From an optimization exercise on the open Yosys and OpenROAD flow, aimed at small area, a short achievable clock period and few clock cycles; shortcuts taken in it are not production practice.
RTL that was checked went through simulation tests only; none was proved equivalent to the original.

==> inputs of job 3039 <==
==> flow/design.v <==
module maze(clk, reset, start_i, row_i, action_o, coord_o);
    input clk, reset, start_i;
    input [15:0] row_i;
    output reg [1:0] action_o;
    output [5:0] coord_o;
    localparam [1:0] A_IDLE = 2'b00, A_IN = 2'b01, A_CAL = 2'b10, A_OUT = 2'b11;
    reg [63:0] s1, s0;
    reg [3:0]  cnt;
    reg [1:0]  T;       
    reg [1:0]  dm;      
    reg        tgt;     
    reg [7:0]  cpos, rpos;
    wire load = (action_o == A_IN) & ~cnt[3];
    wire walk = (action_o == A_OUT);
    wire [7:0] in1, in0, isst;
    genvar g;
    generate for (g = 0; g < 8; g = g + 1) begin : col
        assign in1[g]  =  row_i[15-2*g] &  row_i[14-2*g];
        assign in0[g]  = ~row_i[15-2*g] &  row_i[14-2*g];
        assign isst[g] =  row_i[15-2*g] & ~row_i[14-2*g];
    end endgenerate
    wire       found = load & |isst;
    wire       last  = load & (cnt[2:0] == 3'd7);    
    wire [7:0] ldr   = {8{load}} & (8'd1 << cnt[2:0]);
    reg [63:0] x1, x0;
    integer k;
    always @* begin
        x1 = s1;
        x0 = s0;
        for (k = 7; k < 64; k = k + 8) begin
            x1[k] = last ? in1[k >> 3] : s1[k];
            x0[k] = last ? in0[k >> 3] : s0[k];
        end
    end
    wire [63:0] ROW0 = 64'h0101010101010101;
    wire [63:0] ROW7 = 64'h8080808080808080;
    wire [63:0] nb  = ((x1 >> 1) & ~ROW7) | ((x1 << 1) & ~ROW0) | (x1 >> 8) | (x1 << 8);
    wire [63:0] nw  = nb & ~x1 & ~x0 & {64{~load | last}};
    wire        lab = T[1] ^ T[0];       
    always @(posedge clk) begin
        for (k = 0; k < 64; k = k + 1) begin
            if (ldr[k & 7] & ((k & 7) != 7)) begin
                s1[k] <= in1[k >> 3];
                s0[k] <= in0[k >> 3];
            end else begin
                s1[k] <= x1[k] | nw[k];
                s0[k] <= x0[k] | (nw[k] & lab);
            end
        end
    end
    wire [63:0] G = s1 & ~(s0 ^ {64{tgt}});
    reg  [7:0] cv, rv;    
    integer a, b;
    always @* begin
        for (a = 0; a < 8; a = a + 1) begin
            cv[a] = 1'b0;
            rv[a] = 1'b0;
            for (b = 0; b < 8; b = b + 1) begin
                cv[a] = cv[a] | (cpos[b] & G[b*8+a]);
                rv[a] = rv[a] | (rpos[b] & G[a*8+b]);
            end
        end
    end
    wire up    = |(rpos[7:1] & cv[6:0]);
    wire down  = |(rpos[6:0] & cv[7:1]);
    wire left  = |(cpos[7:1] & rv[6:0]);
    wire right = |(cpos[6:0] & rv[7:1]);
    wire reach = up | down | left | right;
    function [2:0] enc(input [7:0] x);
        enc = {|x[7:4], x[2] | x[3] | x[6] | x[7], x[1] | x[3] | x[5] | x[7]};
    endfunction
    wire [2:0] cc = enc(cpos);
    wire [2:0] cr = enc(rpos);
    assign coord_o = {cc, cr};
    wire mu = walk & up;
    wire md = walk & ~up & down;
    wire mv = walk & ~(up | down);           
    wire ml = mv & left;
    wire mr = mv & ~left;
    wire hold = ~found & ~walk;
    wire pd = cc[0] ^ cr[0] ^ row_i[4] ^ row_i[0];    
    always @(posedge clk) begin
        rpos <= ({8{found}} & (8'd1 << cnt[2:0])) | ({8{hold | mv}} & rpos)
              | ({8{mu}} & (rpos >> 1)) | ({8{md}} & (rpos << 1));
        cpos <= ({8{found}} & isst) | ({8{hold | mu | md}} & cpos)
              | ({8{ml}} & (cpos >> 1)) | ({8{mr}} & (cpos << 1));
    end
    always @(posedge clk) begin
        if (load & ~last) T <= 2'd0;
        else              T <= T + 2'd1;
        if (walk)                  dm <= dm - 2'd1;
        else if (action_o == A_IN) dm <= {~pd, pd};
        else                       dm <= T + 2'd1;
        tgt <= (walk & ~dm[1]) | (~walk & ~load & ((reach & tgt) | (~reach & lab)));
    end
    always @(posedge clk or posedge reset) begin
        if (reset) begin
            action_o <= A_IDLE;
            cnt <= 4'd0;
        end else begin
            case (action_o)
                A_IDLE: begin
                    cnt <= 4'd0;
                    if (start_i) action_o <= A_IN;
                end
                A_IN: begin
                    cnt <= cnt + 4'd1;
                    if (cnt[3]) action_o <= reach ? A_OUT : A_CAL;
                end
                A_CAL: if (reach) action_o <= A_OUT;
                A_OUT: if (!reach) action_o <= A_IDLE;    
            endcase
        end
    end
endmodule
==> flow/run.sh <==
#!/bin/bash
# synth_recipe.tcl (not shown) runs the flow's synth.tcl, then flattens the netlist and writes it again
# the make line also repeats each setting of config.mk as NAME=value (left out here)
make -C /OpenROAD-flow-scripts/flow DESIGN_CONFIG=/design/flow/config.mk WORK_HOME=/design/flow/orfs CLKGATE_MAP_FILE= SYNTH_SCRIPT=/design/flow/synth_recipe.tcl finish
==> flow/config.mk <==
export PLATFORM = sky130hd
export DESIGN_NAME = maze
export DESIGN_NICKNAME = maze
export VERILOG_FILES = /design/flow/design.v
export SDC_FILE = /design/flow/constraint.sdc
export NUM_CORES = 4
export LEC_CHECK = 0
export ABC_AREA = 1
export CAP_MARGIN = 20
export CORE_MARGIN = 2
export CORE_UTILIZATION = 60
export PLACE_DENSITY = 0.75
export SETUP_SLACK_MARGIN = 1.0
export SLEW_MARGIN = 20
==> flow/constraint.sdc <==
create_clock -name core_clock -period 3.7 [get_ports {clk}]
set_input_delay 0.7400 -clock core_clock [delete_from_list [all_inputs] [get_ports {clk}]]
set_output_delay 0.7400 -clock core_clock [all_outputs]
set_load 0.01 [all_outputs]
==> job 9428 (differences from job 3039) <==
CORE_UTILIZATION = 40   (was 60)
CTS_BUF_LIST = sky130_fd_sc_hd__clkbuf_4 sky130_fd_sc_hd__clkbuf_8   (was not set)
CTS_CLUSTER_DIAMETER = 80   (was not set)
CTS_CLUSTER_SIZE = 30   (was not set)
PLACE_DENSITY = not set   (was 0.75)
==> job 4384 (differences from job 3039) <==
==> flow/design.v, changed modules only <==
module maze(clk, reset, start_i, row_i, action_o, coord_o);
    input clk, reset, start_i;
    input [15:0] row_i;
    output reg [1:0] action_o;
    output [5:0] coord_o;
    localparam [1:0] A_IDLE = 2'b00, A_IN = 2'b01, A_CAL = 2'b10, A_OUT = 2'b11;
    reg [63:0] s1, s0;
    reg [8:0]  ph;      
    reg        ld;      
    reg        ef;      
    reg        bon;     
    reg [1:0]  T;       
    reg [1:0]  dm;      
    reg        tgt;     
    reg [7:0]  cpos, rpos;
    wire load = ld | ph[7];
    wire walk = (action_o == A_OUT);
    wire [7:0] in1, in0, isst;
    genvar g;
    generate for (g = 0; g < 8; g = g + 1) begin : col
        assign in1[g]  =  row_i[15-2*g] &  row_i[14-2*g];
        assign in0[g]  = ~row_i[15-2*g] &  row_i[14-2*g];
        assign isst[g] =  row_i[15-2*g] & ~row_i[14-2*g];
    end endgenerate
    wire       found = load & |isst;
    wire       last  = ph[7];    
    wire [7:0] ldr   = {1'b0, ph[6:0] | {ph[5:0], 1'b0}};
    reg [63:0] x1, x0;
    integer k;
    always @* begin
        x1 = s1;
        x0 = s0;
        for (k = 7; k < 64; k = k + 8) begin
            x1[k] = last ? in1[k >> 3] : s1[k];
            x0[k] = last ? in0[k >> 3] : s0[k];
        end
    end
    wire [63:0] ROW0 = 64'h0101010101010101;
    wire [63:0] ROW7 = 64'h8080808080808080;
    wire [63:0] nb  = ((x1 >> 1) & ~ROW7) | ((x1 << 1) & ~ROW0) | (x1 >> 8) | (x1 << 8);
    wire        en  = ~ld | bon;
    wire [63:0] nw  = nb & ~x1 & ~x0 & {64{en}};
    wire        lab = T[1] ^ T[0];       
    always @(posedge clk) begin
        for (k = 0; k < 64; k = k + 1) begin
            if (ldr[k & 7] & ((k & 7) != 7)) begin
                s1[k] <= in1[k >> 3];
                s0[k] <= in0[k >> 3];
            end else begin
                s1[k] <= x1[k] | nw[k];
                s0[k] <= x0[k] | (nw[k] & lab);
            end
        end
    end
    reg  [7:0] c1, c0, r1, r0;    
    integer a, b;
    always @* begin
        for (a = 0; a < 8; a = a + 1) begin
            c1[a] = 1'b0; c0[a] = 1'b0;
            r1[a] = 1'b0; r0[a] = 1'b0;
            for (b = 0; b < 8; b = b + 1) begin
                c1[a] = c1[a] | (cpos[b] & s1[b*8+a]);
                c0[a] = c0[a] | (cpos[b] & s0[b*8+a]);
                r1[a] = r1[a] | (rpos[b] & s1[a*8+b]);
                r0[a] = r0[a] | (rpos[b] & s0[a*8+b]);
            end
        end
    end
    wire [7:0] cv = c1 & ~(c0 ^ {8{tgt}});
    wire [7:0] rv = r1 & ~(r0 ^ {8{tgt}});
    wire up    = |(rpos[7:1] & cv[6:0]);
    wire down  = |(rpos[6:0] & cv[7:1]);
    wire left  = |(cpos[7:1] & rv[6:0]);
    wire right = |(cpos[6:0] & rv[7:1]);
    wire reach = up | down | left | right;
    wire sv = |(rpos & c1);
    wire ls = |(rpos & c0);
    function [2:0] enc(input [7:0] x);
        enc = {|x[7:4], x[2] | x[3] | x[6] | x[7], x[1] | x[3] | x[5] | x[7]};
    endfunction
    wire [2:0] cc = enc(cpos);
    wire [2:0] cr = enc(rpos);
    assign coord_o = {cc, cr};
    wire mu = walk & up;
    wire md = walk & ~up & down;
    wire mv = walk & ~(up | down);           
    wire ml = mv & left;
    wire mr = mv & ~left;
    wire hold = ~found & ~walk;
    wire pd = cc[0] ^ cr[0] ^ row_i[4] ^ row_i[0];    
    wire w8 = ph[8];
    always @(posedge clk) begin
        rpos <= ({8{found}} & ph[7:0]) | ({8{hold | mv}} & rpos)
              | ({8{mu}} & (rpos >> 1)) | ({8{md}} & (rpos << 1));
        cpos <= ({8{found}} & isst) | ({8{hold | mu | md}} & cpos)
              | ({8{ml}} & (cpos >> 1)) | ({8{mr}} & (cpos << 1));
    end
    always @(posedge clk) begin
        if (en) T <= T + 2'd1;
        else    T <= 2'd0;
        if (walk)            dm <= dm - 2'd1;
        else if (w8 & sv)    dm <= {ls, pd};
        else                 dm <= T + 2'd1;
        if (walk)               tgt <= ~dm[1];
        else if (w8 & sv)       tgt <= ~(ls ^ pd);
        else if (reach & ~load) tgt <= tgt;
        else                    tgt <= en & lab;
    end
    always @(posedge clk) begin
        case (action_o)
            A_IDLE:  begin ph <= {8'd0, start_i}; ld <= start_i; ef <= 1'b0; bon <= 1'b0; end
            A_IN:    begin ph <= ph << 1;         ld <= ld & ~ph[6]; ef <= ef | (load & |in1); bon <= ef; end
            default: begin ph <= 9'd0;            ld <= 1'b0; end
        endcase
    end
    always @(posedge clk or posedge reset) begin
        if (reset) begin
            action_o <= A_IDLE;
        end else begin
            case (action_o)
                A_IDLE: if (start_i) action_o <= A_IN;
                A_IN:   if (w8) action_o <= (sv | reach) ? A_OUT : A_CAL;
                A_CAL: if (reach) action_o <= A_OUT;
                A_OUT: if (!reach) action_o <= A_IDLE;    
            endcase
        end
    end
endmodule
CORE_UTILIZATION = 40   (was 60)
CTS_BUF_LIST = sky130_fd_sc_hd__clkbuf_4 sky130_fd_sc_hd__clkbuf_8   (was not set)
CTS_CLUSTER_DIAMETER = 80   (was not set)
CTS_CLUSTER_SIZE = 30   (was not set)
PLACE_DENSITY = not set   (was 0.75)
SETUP_SLACK_MARGIN = 1.4   (was 1.0)
==> impl_metrics.py <==
metrics = {
    "outcome": {
        "status": "timing/DRC/antenna clean",
    },
    "route": {
        "via_count": 10805,
    },
    "final_layout": {
        "design_area_mm2": 0.01053,
        "multi_input_area_share_pct": 50.10,
        "num-nonclk-inverters": 171,
        "reg_top3": "s0: 64 flops, s1: 64 flops",
    },
    "yosys": {
        "synth.avg_cell_area_um2": 6.473,
    },
    "global_route": {
        "grt_start_max_net_pins": 65,
    },
}
The numbers above come from job 3039.

==> impl_metrics.py <==
metrics = {
    "outcome": {
        "status": "timing/DRC/antenna clean",
    },
    "die": {
        "die_w_um": 156.9,
    },
    "final_layout": {
        "num-nonclk-inverters": 170,
        "design_area_mm2": 0.01046,
    },
    "global_route": {
        "grt_start_max_net_pins": 66,
    },
    "yosys": {
        "synth.avg_cell_area_um2": 6.473,
        "syn_inst": 1444,
    },
    "route": {
        "via_count": 10340,
    },
    "clocking": {
        "clk_pin_slew_ps": 100,
    },
}
The numbers above come from job 9428.

==> impl_metrics.py <==
metrics = {
    "route": {
        "via_count": 11827,
    },
    "final_layout": {
        "reg_top3": "s0: 64 flops, s1: 64 flops, ph: 9 flops",
        "design_area_mm2": 0.01163,
    },
    "outcome": {
        "status": "timing/DRC/antenna clean",
    },
    "global_route": {
        "grt_start_max_net_pins": 52,
    },
}
The numbers above come from job 4384.

Testbench counts of job 3039, summed over its fixed seeds: cycles 39,396.
Testbench counts of job 9428, summed over its fixed seeds: cycles 39,396.
The RTL of job 4384 was laid out without a check of its function.

[port drivers added, routing unchanged]
No port has a modelled driver above. Below, the same layouts with a new extraction and two added sets of constraints.
Step 1: set_driving_cell puts a clkbuf_16 on clk and a buf_2 on each other input, an assumption about the parent block.
Step 2, shift: input delay + t, output delay - t, t = (earliest + latest rising clock arrival at the registers) / 2. This alone moves slack from input paths to output paths.
Slacks: no drivers / after step 1 / after step 2; pairs: no drivers / after step 1.
run | shift t [ns] | slack for setup (ns) | slew at the worst register clock pin (ns)
job 3039 | 0.487 | 1.030 / 0.983 / 0.852 | 0.07 / 0.07
job 9428 | 0.512 | 0.966 / 0.921 / 0.760 | 0.10 / 0.10
job 4384 | 0.542 | 1.364 / 1.315 / 0.989 | 0.11 / 0.11
After both steps every run listed still meets setup and hold. The setup slack of job 4384, which loses most, moves by -0.049 ns with the drivers and by -0.375 ns with both steps.
